This is an optimization exercise on Yosys and OpenROAD, whose aim is small area and a short achievable clock period, not a production implementation. Only simulation tests tie the RTL to the original design; equivalence was not proved. Power and IR drop assume default switching activity.

==> flow/design.v (outline; a module is shown in full before it is edited, if it fits) <==
// module pipelined_4stage: 118 lines
// module alu_id: 24 lines
// module alu_ex: 1280 lines
// module add14: 100 lines
// module addpg18: 153 lines
// module addxy18: 15 lines
// module pfx: 11 lines
// module pfx_g: 8 lines
// module booth_enc: 14 lines
// module cmp_bit: 9 lines
// module cmp_node: 11 lines
// module cmp_top: 8 lines
// module booth_ppi: 14 lines
// module bit_or: 7 lines
// module fa: 10 lines
// module ha: 9 lines
// module booth_pp: 12 lines
// module booth_sel: 9 lines
// module bit_xor: 7 lines
// module rf_hold: 9 lines
// module rf_dec: 17 lines
// module rf_read16: 14 lines
module pipelined_4stage(clk, rst, imem_addr, imem_data, aluout);
  // ...
==> flow/run.sh <==
#!/bin/bash
# synth_recipe.tcl (not shown) runs the flow's synth.tcl, then flattens the netlist and writes it again
# the make line also repeats each setting of config.mk as NAME=value (left out here)
make -C /OpenROAD-flow-scripts/flow DESIGN_CONFIG=/design/flow/config.mk WORK_HOME=/design/flow/orfs CLKGATE_MAP_FILE= SYNTH_SCRIPT=/design/flow/synth_recipe.tcl finish
==> flow/config.mk <==
export PLATFORM = sky130hd
export DESIGN_NAME = pipelined_4stage
export DESIGN_NICKNAME = pipelined_4stage
export VERILOG_FILES = /design/flow/design.v
export SDC_FILE = /design/flow/constraint.sdc
export NUM_CORES = 4
export LEC_CHECK = 0
export CAP_MARGIN = 20
export CORE_MARGIN = 2
export CORE_UTILIZATION = 45
export CTS_CLUSTER_DIAMETER = 90
export CTS_CLUSTER_SIZE = 20
export PLACE_DENSITY = 0.6
export SETUP_SLACK_MARGIN = 4.0
export SLEW_MARGIN = 20
export SYNTH_HIERARCHICAL = 1
==> flow/constraint.sdc <==
create_clock -name core_clock -period 8.0 [get_ports {clk}]
set_input_delay 1.6000 -clock core_clock [delete_from_list [all_inputs] [get_ports {clk}]]
set_output_delay 1.6000 -clock core_clock [all_outputs]
set_load 0.01 [all_outputs]
==> results.sh, run 1 <==
export IMPL_critPathMaxStageDelay_ps=760
export IMPL_ctsHoldBuffers=0
export IMPL_synth_cells=6097
export IMPL_comb_power_mw=1.35
export IMPL_cts_tree="done"
export IMPL_holdPathStages=1
export IMPL_postCtsSetupRepairBufs=22
export IMPL_num_multi_input_gates=4442
export IMPL_ios=76
export IMPL_hold_ws_ps=444
export IMPL_multi_input_area_share_pct=54.0
export IMPL_fin_skew_ps=65.0
export IMPL_buffer_area_share_pct=4.81
export IMPL_via_per_inst=7.48
export IMPL_drv_cap=0
export IMPL_grt_busiest_layer="met2"
export IMPL_rsz0062_at_grt="yes"
export IMPL_critPathKind="in -> reg"
export IMPL_nClkBuffers=83
export IMPL_fin_area_sq_um=71600
export IMPL_drtIter0Drc=10300
export IMPL_final_common_cell="a22o_1"
export IMPL_whs_endpoint="wb_waddr[0]"
export IMPL_tightest_slew_ps=1280
export IMPL_nWellTaps=1903
export IMPL_yosysWarnings=10
export IMPL_grt_pass1_wl_mm=449
export IMPL_nFillCells=13100
export IMPL_grt_use_met3_pct=18.6
export IMPL_status="no timing/DRC/antenna violations"
export IMPL_cp_slowest_cell="nor4_1"
export IMPL_cts_root_buf="clkbuf_16"
export IMPL_gp_congestion=1.05
export IMPL_endpoint="ex_a[17]"
export IMPL_crit_chain="clkdlybuf4s15_1, and2_4, and3_1, buf_4, a22oi_1, nand4_1, nor4_1, nand2_1"
export IMPL_die_y_um=385
export IMPL_r2r_start="wb_waddr[3]"
export IMPL_startpoint="imem_data[21]"
export IMPL_avgSynthCellArea_sq_um=10.7
export IMPL_nNetsFinal=6597
export IMPL_hp_start="ex_waddr[0]"
export IMPL_syn_cell_area_sq_um=65200
==> module pipelined_4stage, before the edit <==
module pipelined_4stage(clk, rst, imem_addr, imem_data, aluout);
input clk;
input rst;
output [9:0] imem_addr;			 
input [32-1:0] imem_data;	 
output [32-1:0] aluout;
reg [9:0] pc;
always @(posedge clk)
  if (rst) pc <= 10'd0;
  else pc <= pc + 10'd1;
assign imem_addr = pc;
reg [31:0] regdata [0:31];    
reg [31:0] ex_a, ex_b;        
reg [15:0] ex_one, ex_two, ex_neg;   
reg ex_add, ex_sub, ex_and, ex_xor;
reg [4:0] ex_waddr;
reg ex_valid;                 
reg ex_com;                   
reg [14-1:0] wb_lo;         
reg wb_c;                     
reg [18-1:0] wb_xh, wb_yh;  
wire [18-1:0] hi_out, hi_int;
addxy18 ADDOUT (.a(wb_xh), .b(wb_yh), .ci(wb_c), .s(hi_out));
addxy18 ADDINT (.a(wb_xh), .b(wb_yh), .ci(wb_c), .s(hi_int));
wire [31:0] wb_aluout = {hi_int, wb_lo};
reg [4:0] wb_waddr;
wire [31:0] wsel = 32'd1 << wb_waddr;
wire [31:0] wload = wsel | {32{rst}};
wire [31:0] wd0 = rst ? 32'd0 : wb_aluout;
wire [31:0] wd3 = rst ? 32'd2 : wb_aluout;
wire [31:0] wd8 = rst ? 32'd5 : wb_aluout;
genvar g, h;
generate
  for (g = 0; g < 32; g = g + 1) begin : RF
    wire [31:0] d = g == 8 ? wd8 : g == 3 ? wd3 : wd0;
    wire [31:0] next;
    for (h = 0; h < 32; h = h + 1) begin : B
      rf_hold H (.load(wload[g]), .hold(~wload[g]), .d(d[h]), .q(regdata[g][h]),
                 .next(next[h]));
    end
    always @(posedge clk)
      regdata[g] <= next;
  end
endgenerate
wire [5:0] opcode = imem_data[31:26];
wire [4:0] rs = imem_data[25:21];
wire [4:0] rt = imem_data[20:16];
wire [2:0] aluop = opcode[2:0];
wire alusrc = opcode == 6'b000110;
wire [4:0] waddr_id = alusrc ? rt : imem_data[15:11];
wire [31:0] opa, opb;
genvar hf;
generate
  for (hf = 0; hf < 2; hf = hf + 1) begin : RD
    wire [31:0] sel1, sel2;
    wire fwd1, fwd2;
    rf_dec DEC1 (.addr(rs), .keep(~wsel), .waddr(wb_waddr), .sel(sel1), .fwd(fwd1));
    rf_dec DEC2 (.addr(rt), .keep(~wsel), .waddr(wb_waddr), .sel(sel2), .fwd(fwd2));
    wire [527:0] d;
    assign d[16*32 +: 16] = wb_aluout[16*hf +: 16];
    for (g = 0; g < 32; g = g + 1) begin : D
      assign d[16*g +: 16] = regdata[g][16*hf +: 16];
    end
    rf_read16 RD1 (.sel({fwd1, sel1}), .d(d), .q(opa[16*hf +: 16]));
    rf_read16 RD2 (.sel({fwd2, sel2}), .d(d), .q(opb[16*hf +: 16]));
  end
endgenerate
wire [15:0] one_id, two_id, neg_id;
alu_id ALUID (.b(opb), .op_mul(aluop == 3'd5), .one(one_id), .two(two_id), .neg(neg_id));
always @(posedge clk) begin
  ex_a <= opa;
  ex_b <= alusrc ? {16'b0, imem_data[15:0]} : opb;
  ex_one <= one_id;
  ex_two <= two_id;
  ex_neg <= neg_id;
  ex_add <= aluop == 3'd0 || aluop == 3'd6;
  ex_sub <= aluop == 3'd1;
  ex_and <= aluop == 3'd2;
  ex_xor <= aluop == 3'd3;
  if (rst) begin
    ex_waddr <= 5'd0;
    ex_valid <= 1'b0;
    ex_com <= 1'b0;
  end else begin
    ex_waddr <= waddr_id;
    ex_valid <= 1'b1;
    ex_com <= aluop == 3'd4;
  end
end
wire [14-1:0] ex_lo;
wire ex_c;
wire [18-1:0] ex_xh, ex_yh;
wire ex_le;
alu_ex ALUEX (.a(ex_a), .b(ex_b), .one(ex_one), .two(ex_two), .neg(ex_neg),
  .op_add(ex_add), .op_sub(ex_sub), .op_and(ex_and), .op_xor(ex_xor), .op_com(ex_com),
  .lo(ex_lo), .clo(ex_c), .xh(ex_xh), .yh(ex_yh), .le(ex_le));
always @(posedge clk)
  if (rst || !ex_valid) begin
    wb_lo <= 0;
    wb_c <= 1'b0;
    wb_xh <= 0;
    wb_yh <= 0;
    wb_waddr <= 5'd0;
  end else if (ex_com) begin
    wb_lo <= {{(14-1){1'b0}}, ex_le};
    wb_c <= 1'b0;
    wb_xh <= 0;
    wb_yh <= 0;
    wb_waddr <= ex_waddr;
  end else begin
    wb_lo <= ex_lo;
    wb_c <= ex_c;
    wb_xh <= ex_xh;
    wb_yh <= ex_yh;
    wb_waddr <= ex_waddr;
  end
assign aluout = {hi_out, wb_lo};
endmodule
==> run 2, diff against run 1 <==
--- a/flow/design.v
+++ b/flow/design.v
@@ -14,22 +14,22 @@
 assign imem_addr = pc;
 reg [31:0] regdata [0:31];    
 reg [31:0] ex_a, ex_b;        
 reg [15:0] ex_one, ex_two, ex_neg;   
 reg ex_add, ex_sub, ex_and, ex_xor;
 reg [4:0] ex_waddr;
 reg ex_valid;                 
 reg ex_com;                   
-reg [14-1:0] wb_lo;         
+reg [12-1:0] wb_lo;         
 reg wb_c;                     
-reg [18-1:0] wb_xh, wb_yh;  
-wire [18-1:0] hi_out, hi_int;
-addxy18 ADDOUT (.a(wb_xh), .b(wb_yh), .ci(wb_c), .s(hi_out));
-addxy18 ADDINT (.a(wb_xh), .b(wb_yh), .ci(wb_c), .s(hi_int));
+reg [20-1:0] wb_xh, wb_yh;  
+wire [20-1:0] hi_out, hi_int;
+addxy20 ADDOUT (.a(wb_xh), .b(wb_yh), .ci(wb_c), .s(hi_out));
+addxy20 ADDINT (.a(wb_xh), .b(wb_yh), .ci(wb_c), .s(hi_int));
 wire [31:0] wb_aluout = {hi_int, wb_lo};
 reg [4:0] wb_waddr;
 wire [31:0] wsel = 32'd1 << wb_waddr;
 wire [31:0] wload = wsel | {32{rst}};
 wire [31:0] wd0 = rst ? 32'd0 : wb_aluout;
 wire [31:0] wd3 = rst ? 32'd2 : wb_aluout;
 wire [31:0] wd8 = rst ? 32'd5 : wb_aluout;
 genvar g, h;
@@ -85,32 +85,32 @@
     ex_valid <= 1'b0;
     ex_com <= 1'b0;
   end else begin
     ex_waddr <= waddr_id;
     ex_valid <= 1'b1;
     ex_com <= aluop == 3'd4;
   end
 end
-wire [14-1:0] ex_lo;
+wire [12-1:0] ex_lo;
 wire ex_c;
-wire [18-1:0] ex_xh, ex_yh;
+wire [20-1:0] ex_xh, ex_yh;
 wire ex_le;
 alu_ex ALUEX (.a(ex_a), .b(ex_b), .one(ex_one), .two(ex_two), .neg(ex_neg),
   .op_add(ex_add), .op_sub(ex_sub), .op_and(ex_and), .op_xor(ex_xor), .op_com(ex_com),
   .lo(ex_lo), .clo(ex_c), .xh(ex_xh), .yh(ex_yh), .le(ex_le));
 always @(posedge clk)
   if (rst || !ex_valid) begin
     wb_lo <= 0;
     wb_c <= 1'b0;
     wb_xh <= 0;
     wb_yh <= 0;
     wb_waddr <= 5'd0;
   end else if (ex_com) begin
-    wb_lo <= {{(14-1){1'b0}}, ex_le};
+    wb_lo <= {{(12-1){1'b0}}, ex_le};
     wb_c <= 1'b0;
     wb_xh <= 0;
     wb_yh <= 0;
     wb_waddr <= ex_waddr;
   end else begin
     wb_lo <= ex_lo;
     wb_c <= ex_c;
     wb_xh <= ex_xh;
@@ -150,20 +150,20 @@
   input  [15:0] one,
   input  [15:0] two,
   input  [15:0] neg,
   input         op_add,   
   input         op_sub,
   input         op_and,
   input         op_xor,
   input         op_com,
-  output [13:0] lo,      
+  output [11:0] lo,      
   output        clo,     
-  output [17:0] xh,      
-  output [17:0] yh,
+  output [19:0] xh,      
+  output [19:0] yh,
   output        le       
 );
   wire [31:0] inj_x = ({32{op_add | op_sub}} & a)
                     | ({32{op_and}} & (a & b))
                     | ({32{op_xor}} & (a ^ b));
   wire [31:0] inj_y = ({32{op_add}} & b) | ({32{op_sub}} & ~b);
   wire pp0_0;
   booth_ppi P0_0 (.one(one[0]), .two(two[0]), .neg(neg[0]), .a(a[0]), .am1(1'b0), .i(inj_x[0]), .pp(pp0_0));
@@ -1381,58 +1381,62 @@
   cmp_node C3_3 (.gh(gt2_7), .eh(eq2_7), .gl(gt2_6), .el(eq2_6), .g(gt3_3), .e(eq3_3));
   wire gt4_0, eq4_0;
   cmp_node C4_0 (.gh(gt3_1), .eh(eq3_1), .gl(gt3_0), .el(eq3_0), .g(gt4_0), .e(eq4_0));
   wire gt4_1, eq4_1;
   cmp_node C4_1 (.gh(gt3_3), .eh(eq3_3), .gl(gt3_2), .el(eq3_2), .g(gt4_1), .e(eq4_1));
   wire gt5_0;
   cmp_top C5_0 (.gh(gt4_1), .eh(eq4_1), .gl(gt4_0), .g(gt5_0));
   assign le = ~gt5_0;
-  add14 ADDLO (.a(x[13:0]), .b(y[13:0]), .s(lo), .co(clo));
-  assign xh[0] = x[14];
-  assign yh[0] = y[14];
-  assign xh[1] = x[15];
-  assign yh[1] = y[15];
-  assign xh[2] = x[16];
-  assign yh[2] = y[16];
-  assign xh[3] = x[17];
-  assign yh[3] = y[17];
-  assign xh[4] = x[18];
-  assign yh[4] = y[18];
-  assign xh[5] = x[19];
-  assign yh[5] = y[19];
-  assign xh[6] = x[20];
-  assign yh[6] = y[20];
-  assign xh[7] = x[21];
-  assign yh[7] = y[21];
-  assign xh[8] = x[22];
-  assign yh[8] = y[22];
-  assign xh[9] = x[23];
-  assign yh[9] = y[23];
-  assign xh[10] = x[24];
-  assign yh[10] = y[24];
-  assign xh[11] = x[25];
-  assign yh[11] = y[25];
-  assign xh[12] = x[26];
-  assign yh[12] = y[26];
-  assign xh[13] = x[27];
-  assign yh[13] = y[27];
-  assign xh[14] = x[28];
-  assign yh[14] = y[28];
-  assign xh[15] = x[29];
-  assign yh[15] = y[29];
-  assign xh[16] = x[30];
-  assign yh[16] = y[30];
-  assign xh[17] = x[31];
-  assign yh[17] = y[31];
+  add12 ADDLO (.a(x[11:0]), .b(y[11:0]), .s(lo), .co(clo));
+  assign xh[0] = x[12];
+  assign yh[0] = y[12];
+  assign xh[1] = x[13];
+  assign yh[1] = y[13];
+  assign xh[2] = x[14];
+  assign yh[2] = y[14];
+  assign xh[3] = x[15];
+  assign yh[3] = y[15];
+  assign xh[4] = x[16];
+  assign yh[4] = y[16];
+  assign xh[5] = x[17];
+  assign yh[5] = y[17];
+  assign xh[6] = x[18];
+  assign yh[6] = y[18];
+  assign xh[7] = x[19];
+  assign yh[7] = y[19];
+  assign xh[8] = x[20];
+  assign yh[8] = y[20];
+  assign xh[9] = x[21];
+  assign yh[9] = y[21];
+  assign xh[10] = x[22];
+  assign yh[10] = y[22];
+  assign xh[11] = x[23];
+  assign yh[11] = y[23];
+  assign xh[12] = x[24];
+  assign yh[12] = y[24];
+  assign xh[13] = x[25];
+  assign yh[13] = y[25];
+  assign xh[14] = x[26];
+  assign yh[14] = y[26];
+  assign xh[15] = x[27];
+  assign yh[15] = y[27];
+  assign xh[16] = x[28];
+  assign yh[16] = y[28];
+  assign xh[17] = x[29];
+  assign yh[17] = y[29];
+  assign xh[18] = x[30];
+  assign yh[18] = y[30];
+  assign xh[19] = x[31];
+  assign yh[19] = y[31];
 endmodule
-module add14 (
-  input  [13:0] a,
-  input  [13:0] b,
-  output [13:0] s,
+module add12 (
+  input  [11:0] a,
+  input  [11:0] b,
+  output [11:0] s,
   output co
 );
   wire g_0_0, p_0_0;
   ha B0 (.a(a[0]), .b(b[0]), .s(p_0_0), .co(g_0_0));
   wire g_1_1, p_1_1;
   ha B1 (.a(a[1]), .b(b[1]), .s(p_1_1), .co(g_1_1));
   wire g_2_2, p_2_2;
   ha B2 (.a(a[2]), .b(b[2]), .s(p_2_2), .co(g_2_2));
@@ -1449,20 +1453,16 @@
   wire g_8_8, p_8_8;
   ha B8 (.a(a[8]), .b(b[8]), .s(p_8_8), .co(g_8_8));
   wire g_9_9, p_9_9;
   ha B9 (.a(a[9]), .b(b[9]), .s(p_9_9), .co(g_9_9));
   wire g_10_10, p_10_10;
   ha B10 (.a(a[10]), .b(b[10]), .s(p_10_10), .co(g_10_10));
   wire g_11_11, p_11_11;
   ha B11 (.a(a[11]), .b(b[11]), .s(p_11_11), .co(g_11_11));
-  wire g_12_12, p_12_12;
-  ha B12 (.a(a[12]), .b(b[12]), .s(p_12_12), .co(g_12_12));
-  wire g_13_13, p_13_13;
-  ha B13 (.a(a[13]), .b(b[13]), .s(p_13_13), .co(g_13_13));
   wire g_0_1;
   pfx_g X0_1 (.gh(g_1_1), .ph(p_1_1), .gl(g_0_0), .g(g_0_1));
   wire g_0_2;
   pfx_g X0_2 (.gh(g_2_2), .ph(p_2_2), .gl(g_0_1), .g(g_0_2));
   wire g_2_3, p_2_3;
   pfx X2_3 (.gh(g_3_3), .ph(p_3_3), .gl(g_2_2), .pl(p_2_2), .g(g_2_3), .p(p_2_3));
   wire g_0_3;
   pfx_g X0_3 (.gh(g_2_3), .ph(p_2_3), .gl(g_0_1), .g(g_0_3));
@@ -1495,45 +1495,35 @@
   wire g_0_10;
   pfx_g X0_10 (.gh(g_8_10), .ph(p_8_10), .gl(g_0_7), .g(g_0_10));
   wire g_9_10, p_9_10;
   pfx X9_10 (.gh(g_10_10), .ph(p_10_10), .gl(g_9_9), .pl(p_9_9), .g(g_9_10), .p(p_9_10));
   wire g_9_11, p_9_11;
   pfx X9_11 (.gh(g_11_11), .ph(p_11_11), .gl(g_9_10), .pl(p_9_10), .g(g_9_11), .p(p_9_11));
   wire g_0_11;
   pfx_g X0_11 (.gh(g_9_11), .ph(p_9_11), .gl(g_0_8), .g(g_0_11));
-  wire g_11_12, p_11_12;
-  pfx X11_12 (.gh(g_12_12), .ph(p_12_12), .gl(g_11_11), .pl(p_11_11), .g(g_11_12), .p(p_11_12));
-  wire g_0_12;
-  pfx_g X0_12 (.gh(g_11_12), .ph(p_11_12), .gl(g_0_10), .g(g_0_12));
-  wire g_11_13, p_11_13;
-  pfx X11_13 (.gh(g_13_13), .ph(p_13_13), .gl(g_11_12), .pl(p_11_12), .g(g_11_13), .p(p_11_13));
-  wire g_0_13;
-  pfx_g X0_13 (.gh(g_11_13), .ph(p_11_13), .gl(g_0_10), .g(g_0_13));
   assign s[0] = p_0_0;
   bit_xor S1 (.a(p_1_1), .b(g_0_0), .y(s[1]));
   bit_xor S2 (.a(p_2_2), .b(g_0_1), .y(s[2]));
   bit_xor S3 (.a(p_3_3), .b(g_0_2), .y(s[3]));
   bit_xor S4 (.a(p_4_4), .b(g_0_3), .y(s[4]));
   bit_xor S5 (.a(p_5_5), .b(g_0_4), .y(s[5]));
   bit_xor S6 (.a(p_6_6), .b(g_0_5), .y(s[6]));
   bit_xor S7 (.a(p_7_7), .b(g_0_6), .y(s[7]));
   bit_xor S8 (.a(p_8_8), .b(g_0_7), .y(s[8]));
   bit_xor S9 (.a(p_9_9), .b(g_0_8), .y(s[9]));
   bit_xor S10 (.a(p_10_10), .b(g_0_9), .y(s[10]));
   bit_xor S11 (.a(p_11_11), .b(g_0_10), .y(s[11]));
-  bit_xor S12 (.a(p_12_12), .b(g_0_11), .y(s[12]));
-  bit_xor S13 (.a(p_13_13), .b(g_0_12), .y(s[13]));
-  assign co = g_0_13;
+  assign co = g_0_11;
 endmodule
-module addpg18 (
-  input  [17:0] p,
-  input  [17:0] g,
+module addpg20 (
+  input  [19:0] p,
+  input  [19:0] g,
   input  ci,
-  output [17:0] s
+  output [19:0] s
 );
   wire g1_1;
   pfx_g X1_1 (.gh(g[0]), .ph(p[0]), .gl(ci), .g(g1_1));
   wire g1_2, p1_2;
   pfx X1_2 (.gh(g[1]), .ph(p[1]), .gl(g[0]), .pl(p[0]), .g(g1_2), .p(p1_2));
   wire g1_3, p1_3;
   pfx X1_3 (.gh(g[2]), .ph(p[2]), .gl(g[1]), .pl(p[1]), .g(g1_3), .p(p1_3));
   wire g1_4, p1_4;
@@ -1561,16 +1551,20 @@
   wire g1_15, p1_15;
   pfx X1_15 (.gh(g[14]), .ph(p[14]), .gl(g[13]), .pl(p[13]), .g(g1_15), .p(p1_15));
   wire g1_16, p1_16;
   pfx X1_16 (.gh(g[15]), .ph(p[15]), .gl(g[14]), .pl(p[14]), .g(g1_16), .p(p1_16));
   wire g1_17, p1_17;
   pfx X1_17 (.gh(g[16]), .ph(p[16]), .gl(g[15]), .pl(p[15]), .g(g1_17), .p(p1_17));
   wire g1_18, p1_18;
   pfx X1_18 (.gh(g[17]), .ph(p[17]), .gl(g[16]), .pl(p[16]), .g(g1_18), .p(p1_18));
+  wire g1_19, p1_19;
+  pfx X1_19 (.gh(g[18]), .ph(p[18]), .gl(g[17]), .pl(p[17]), .g(g1_19), .p(p1_19));
+  wire g1_20, p1_20;
+  pfx X1_20 (.gh(g[19]), .ph(p[19]), .gl(g[18]), .pl(p[18]), .g(g1_20), .p(p1_20));
   wire g2_2;
   pfx_g X2_2 (.gh(g1_2), .ph(p1_2), .gl(ci), .g(g2_2));
   wire g2_3;
   pfx_g X2_3 (.gh(g1_3), .ph(p1_3), .gl(g1_1), .g(g2_3));
   wire g2_4, p2_4;
   pfx X2_4 (.gh(g1_4), .ph(p1_4), .gl(g1_2), .pl(p1_2), .g(g2_4), .p(p2_4));
   wire g2_5, p2_5;
   pfx X2_5 (.gh(g1_5), .ph(p1_5), .gl(g1_3), .pl(p1_3), .g(g2_5), .p(p2_5));
@@ -1595,16 +1589,20 @@
   wire g2_15, p2_15;
   pfx X2_15 (.gh(g1_15), .ph(p1_15), .gl(g1_13), .pl(p1_13), .g(g2_15), .p(p2_15));
   wire g2_16, p2_16;
   pfx X2_16 (.gh(g1_16), .ph(p1_16), .gl(g1_14), .pl(p1_14), .g(g2_16), .p(p2_16));
   wire g2_17, p2_17;
   pfx X2_17 (.gh(g1_17), .ph(p1_17), .gl(g1_15), .pl(p1_15), .g(g2_17), .p(p2_17));
   wire g2_18, p2_18;
   pfx X2_18 (.gh(g1_18), .ph(p1_18), .gl(g1_16), .pl(p1_16), .g(g2_18), .p(p2_18));
+  wire g2_19, p2_19;
+  pfx X2_19 (.gh(g1_19), .ph(p1_19), .gl(g1_17), .pl(p1_17), .g(g2_19), .p(p2_19));
+  wire g2_20, p2_20;
+  pfx X2_20 (.gh(g1_20), .ph(p1_20), .gl(g1_18), .pl(p1_18), .g(g2_20), .p(p2_20));
   wire g3_4;
   pfx_g X3_4 (.gh(g2_4), .ph(p2_4), .gl(ci), .g(g3_4));
   wire g3_5;
   pfx_g X3_5 (.gh(g2_5), .ph(p2_5), .gl(g1_1), .g(g3_5));
   wire g3_6;
   pfx_g X3_6 (.gh(g2_6), .ph(p2_6), .gl(g2_2), .g(g3_6));
   wire g3_7;
   pfx_g X3_7 (.gh(g2_7), .ph(p2_7), .gl(g2_3), .g(g3_7));
@@ -1625,16 +1623,20 @@
   wire g3_15, p3_15;
   pfx X3_15 (.gh(g2_15), .ph(p2_15), .gl(g2_11), .pl(p2_11), .g(g3_15), .p(p3_15));
   wire g3_16, p3_16;
   pfx X3_16 (.gh(g2_16), .ph(p2_16), .gl(g2_12), .pl(p2_12), .g(g3_16), .p(p3_16));
   wire g3_17, p3_17;
   pfx X3_17 (.gh(g2_17), .ph(p2_17), .gl(g2_13), .pl(p2_13), .g(g3_17), .p(p3_17));
   wire g3_18, p3_18;
   pfx X3_18 (.gh(g2_18), .ph(p2_18), .gl(g2_14), .pl(p2_14), .g(g3_18), .p(p3_18));
+  wire g3_19, p3_19;
+  pfx X3_19 (.gh(g2_19), .ph(p2_19), .gl(g2_15), .pl(p2_15), .g(g3_19), .p(p3_19));
+  wire g3_20, p3_20;
+  pfx X3_20 (.gh(g2_20), .ph(p2_20), .gl(g2_16), .pl(p2_16), .g(g3_20), .p(p3_20));
   wire g4_8;
   pfx_g X4_8 (.gh(g3_8), .ph(p3_8), .gl(ci), .g(g4_8));
   wire g4_9;
   pfx_g X4_9 (.gh(g3_9), .ph(p3_9), .gl(g1_1), .g(g4_9));
   wire g4_10;
   pfx_g X4_10 (.gh(g3_10), .ph(p3_10), .gl(g2_2), .g(g4_10));
   wire g4_11;
   pfx_g X4_11 (.gh(g3_11), .ph(p3_11), .gl(g2_3), .g(g4_11));
@@ -1647,22 +1649,30 @@
   wire g4_15;
   pfx_g X4_15 (.gh(g3_15), .ph(p3_15), .gl(g3_7), .g(g4_15));
   wire g4_16, p4_16;
   pfx X4_16 (.gh(g3_16), .ph(p3_16), .gl(g3_8), .pl(p3_8), .g(g4_16), .p(p4_16));
   wire g4_17, p4_17;
   pfx X4_17 (.gh(g3_17), .ph(p3_17), .gl(g3_9), .pl(p3_9), .g(g4_17), .p(p4_17));
   wire g4_18, p4_18;
   pfx X4_18 (.gh(g3_18), .ph(p3_18), .gl(g3_10), .pl(p3_10), .g(g4_18), .p(p4_18));
+  wire g4_19, p4_19;
+  pfx X4_19 (.gh(g3_19), .ph(p3_19), .gl(g3_11), .pl(p3_11), .g(g4_19), .p(p4_19));
+  wire g4_20, p4_20;
+  pfx X4_20 (.gh(g3_20), .ph(p3_20), .gl(g3_12), .pl(p3_12), .g(g4_20), .p(p4_20));
   wire g5_16;
   pfx_g X5_16 (.gh(g4_16), .ph(p4_16), .gl(ci), .g(g5_16));
   wire g5_17;
   pfx_g X5_17 (.gh(g4_17), .ph(p4_17), .gl(g1_1), .g(g5_17));
   wire g5_18;
   pfx_g X5_18 (.gh(g4_18), .ph(p4_18), .gl(g2_2), .g(g5_18));
+  wire g5_19;
+  pfx_g X5_19 (.gh(g4_19), .ph(p4_19), .gl(g2_3), .g(g5_19));
+  wire g5_20;
+  pfx_g X5_20 (.gh(g4_20), .ph(p4_20), .gl(g3_4), .g(g5_20));
   bit_xor S0 (.a(p[0]), .b(ci), .y(s[0]));
   bit_xor S1 (.a(p[1]), .b(g1_1), .y(s[1]));
   bit_xor S2 (.a(p[2]), .b(g2_2), .y(s[2]));
   bit_xor S3 (.a(p[3]), .b(g2_3), .y(s[3]));
   bit_xor S4 (.a(p[4]), .b(g3_4), .y(s[4]));
   bit_xor S5 (.a(p[5]), .b(g3_5), .y(s[5]));
   bit_xor S6 (.a(p[6]), .b(g3_6), .y(s[6]));
   bit_xor S7 (.a(p[7]), .b(g3_7), .y(s[7]));
@@ -1671,31 +1681,33 @@
   bit_xor S10 (.a(p[10]), .b(g4_10), .y(s[10]));
   bit_xor S11 (.a(p[11]), .b(g4_11), .y(s[11]));
   bit_xor S12 (.a(p[12]), .b(g4_12), .y(s[12]));
   bit_xor S13 (.a(p[13]), .b(g4_13), .y(s[13]));
   bit_xor S14 (.a(p[14]), .b(g4_14), .y(s[14]));
   bit_xor S15 (.a(p[15]), .b(g4_15), .y(s[15]));
   bit_xor S16 (.a(p[16]), .b(g5_16), .y(s[16]));
   bit_xor S17 (.a(p[17]), .b(g5_17), .y(s[17]));
+  bit_xor S18 (.a(p[18]), .b(g5_18), .y(s[18]));
+  bit_xor S19 (.a(p[19]), .b(g5_19), .y(s[19]));
 endmodule
-module addxy18 (
-  input  [18-1:0] a,
-  input  [18-1:0] b,
+module addxy20 (
+  input  [20-1:0] a,
+  input  [20-1:0] b,
   input  ci,
-  output [18-1:0] s
+  output [20-1:0] s
 );
-  wire [18-1:0] p, g;
+  wire [20-1:0] p, g;
   genvar i;
   generate
-    for (i = 0; i < 18; i = i + 1) begin : B
+    for (i = 0; i < 20; i = i + 1) begin : B
       ha H (.a(a[i]), .b(b[i]), .s(p[i]), .co(g[i]));
     end
   endgenerate
-  addpg18 A (.p(p), .g(g), .ci(ci), .s(s));
+  addpg20 A (.p(p), .g(g), .ci(ci), .s(s));
 endmodule
 module pfx (
   input  gh,
   input  ph,
   input  gl,
   input  pl,
   output g,
   output p
==> flow/config.mk (replaced) <==
export PLATFORM = sky130hd
export DESIGN_NAME = pipelined_4stage
export DESIGN_NICKNAME = pipelined_4stage
export VERILOG_FILES = /design/flow/design.v
export SDC_FILE = /design/flow/constraint.sdc
export NUM_CORES = 4
export LEC_CHECK = 0
export CAP_MARGIN = 20
export CORE_MARGIN = 2
export CORE_UTILIZATION = 40
export CTS_CLUSTER_DIAMETER = 90
export CTS_CLUSTER_SIZE = 20
export PLACE_DENSITY = 0.55
export SETUP_SLACK_MARGIN = 4.0
export SLEW_MARGIN = 20
export SYNTH_HIERARCHICAL = 1
==> results.sh, run 2 <==
export IMPL_status="no timing/DRC/antenna violations"
export IMPL_r2r_start="ex_one[2]"
export IMPL_hold_ws_ps=434
export IMPL_antenna_found_initial=12
export IMPL_avgSynthCellArea_sq_um=10.7
export IMPL_die_x_um=409
export IMPL_end_kind="flip-flop"
export IMPL_period_needed_ps=4270
export IMPL_cts_root_buf="clkbuf_16"
export IMPL_highest_layer="met5"
export IMPL_num_vias=60700
export IMPL_syn_cell_area_sq_um=65500
export IMPL_grt_util_all_layers_pct=37.2
export IMPL_drtIter0Drc=10200
export IMPL_worst_slack_ps=3730
export IMPL_gp_congestion=1.04
export IMPL_grt_overflow=0
export IMPL_ios=76
export IMPL_firstDrtPassIters=9
export IMPL_post_route_period_util_pct=53.4
export IMPL_pre_cts_ws_ps=2140
export IMPL_hp_class="reg -> reg"
export IMPL_powerDensity_nw_per_um2=164
export IMPL_grt_pass1_wl_mm=450
export IMPL_start_util_pct=40.3
export IMPL_hold_viol=0
export IMPL_dieArea_sq_um=167000
export IMPL_post_dp_hpwl_mm=208
export IMPL_via_per_inst=7.20
export IMPL_tns_ps=0
export IMPL_worst_ep_arrival_time_ps=4850
export IMPL_grt_max_degree=65
export IMPL_fin_skew_ps=65.4
export IMPL_rsz0062_at_grt="yes"
export IMPL_cts_tree="done"
export IMPL_largest_reg_flops=1024
export IMPL_synthToLayoutAreaGrowth_pct=10.2
export IMPL_grt_pass1_vias=57600
export IMPL_wl_mm=324
export IMPL_critPathKind="in -> reg"
export IMPL_clk_pin_slew_ps=90
export IMPL_crit_path_start_kind="primary input"
export IMPL_fin_util_pct=44.4
export IMPL_top_register="regdata"
export IMPL_clkLatencyLatePin_ps=750
export IMPL_yosysWarnings=10
export IMPL_clock_sinks=1215
export IMPL_setup_violations=0
export IMPL_synth_cells=6137
export IMPL_critical_path_max_fanout=18
export IMPL_clockBufferDepth=3
export IMPL_largestRegisters="regdata: 1024 flops, ex_a: 32 flops, ex_b: 32 flops"
export IMPL_final_common_cell="a22o_1"
export IMPL_vdd_drop_max_mv=0.171
export IMPL_h_tree_depth=3
export IMPL_critPathRequiredTime_ps=8570
export IMPL_fmax_ghz=0.234
export IMPL_dr_wl_met2_mm=132
export IMPL_drc=0
export IMPL_port_buffers=75
export IMPL_drtAntennaViolNets=0
export IMPL_leakage_nw=32.4
export IMPL_layout_common_cells="1,296 x a22o_1, 1,134 x dfxtp_1, 974 x a22oi_1"
export IMPL_drv_slew=0
export IMPL_wl_per_cell_um=38.5
export IMPL_tightest_slew_ps=1280
export IMPL_cts_inserted_buffers=75
export IMPL_wl_met3_mm=48.3
export IMPL_hp_start="ex_waddr[4]"
export IMPL_power_mw=11.9
export IMPL_relSlewSlack_pct=14.6
export IMPL_die_y_um=409
export IMPL_drv_cap=0
export IMPL_core_area_sq_um=163000
export IMPL_rows=148
export IMPL_wl_met1_mm=123
export IMPL_layout_drive_gt1_share_pct=13.2
export IMPL_nNetsFinal=6628
export IMPL_startpoint="imem_data[25]"
-- run 2: changes by cell type in the layout (fill, tap and decap cells not counted), sizes merged, moves of 4 or more --
| cell | before | now |
|---|---|---|
| inv | 90 | 84 |
| and2 | 214 | 230 |
| clkbuf | 90 | 83 |
| a21o | 178 | 194 |
| diode | 11 | 7 |
| clkinv | 6 | 12 |
-- run 2: cell type report --
| cell class | count | area, sq um |
|---|---|---|
| tap | 2175 | 2720 |
| inverter | 80 | 304 |
| clock buffer | 77 | 1910 |
| antenna | 7 | 17.5 |
| timing repair buffer | 385 | 3280 |
| clock inverter | 18 | 273 |
| fill | 15200 | 90500 |
| multi-input combinational | 4478 | 39200 |
| sequential | 1215 | 24500 |
-- run 2: worst paths after layout --
check / end / slack (ps) / cells past startpoint
max: ex_a[31] / 3730 / 8
min: wb_waddr[4] / 430 / 1
max reg2reg: wb_yh[19] / 3910 / 10
min reg2reg: wb_waddr[4] / 430 / 1
-- run 2: metal layers --
metal,GRT usage (%),up-vias
met5,1.09,-
met1,47.7,29900
li1,-,24400
met3,15.2,1234
met4,20.4,12
met2,52.6,5124
-- run 2: metrics by stage --
step | cells | cell area (sq um)
after global placement | 8285 | 68300
after global routing | 8429 | 72200
after detailed placement | 8288 | 68400
after CTS | 8405 | 71800
after floorplan | 6154 | 65600
final | 8435 | 72200
-- run 2: power by group --
part           internal, mW  leakage (nW)  switching [mW]  total, mW
Sequential             6.21          9.87           0.198       6.40
Clock                  1.80          1.07            2.33       4.13
Combinational         0.386          21.4           0.953       1.34
-- run 2: timing repair --
action                                 in CTS  in global routing
gates resized for setup                   333                 73
setup endpoints to repair                 156                157
pin swaps                                  55                 35
hold buffers                                0                  0
endpoints found under the hold margin       0                  0
buffers inserted                           22                 18
gates cloned                                0                  1
-- run 2: critical path, stage by stage --
cell and delay (ps):
clkdlybuf4s15_2 550, and3b_1 300, and3_1 610, a22oi_1 350
nand4_1 540, nor4_1 480, buf_4 250, nand2_1 130

## what the ideal ports hide
How much do the figures lean on ideal ports? The routed layouts below were timed once more, with nothing changed but the port constraints. Step 1, drivers: a clkbuf_16 drives clk and a buf_2 each remaining input, both assumed. Step 2 moves the port delays by t, midway between the first and last clock arrival at a register: inputs arrive t later, outputs are due t later. That takes back most of the time a late clock gives input paths. Three values: ideal ports, drivers, drivers and shift; two values: the first two.
run	t, ns	slack for setup (ns)	slew at the worst register clock pin (ns)
run 1	0.804	3.843 / 3.812 / 3.098	0.10 / 0.10
run 2	0.807	3.729 / 3.702 / 2.992	0.10 / 0.10
After both steps every run listed still meets setup and hold. The setup slack of run 1, which loses most, moves by -0.031 ns with the drivers and by -0.745 ns with both steps.
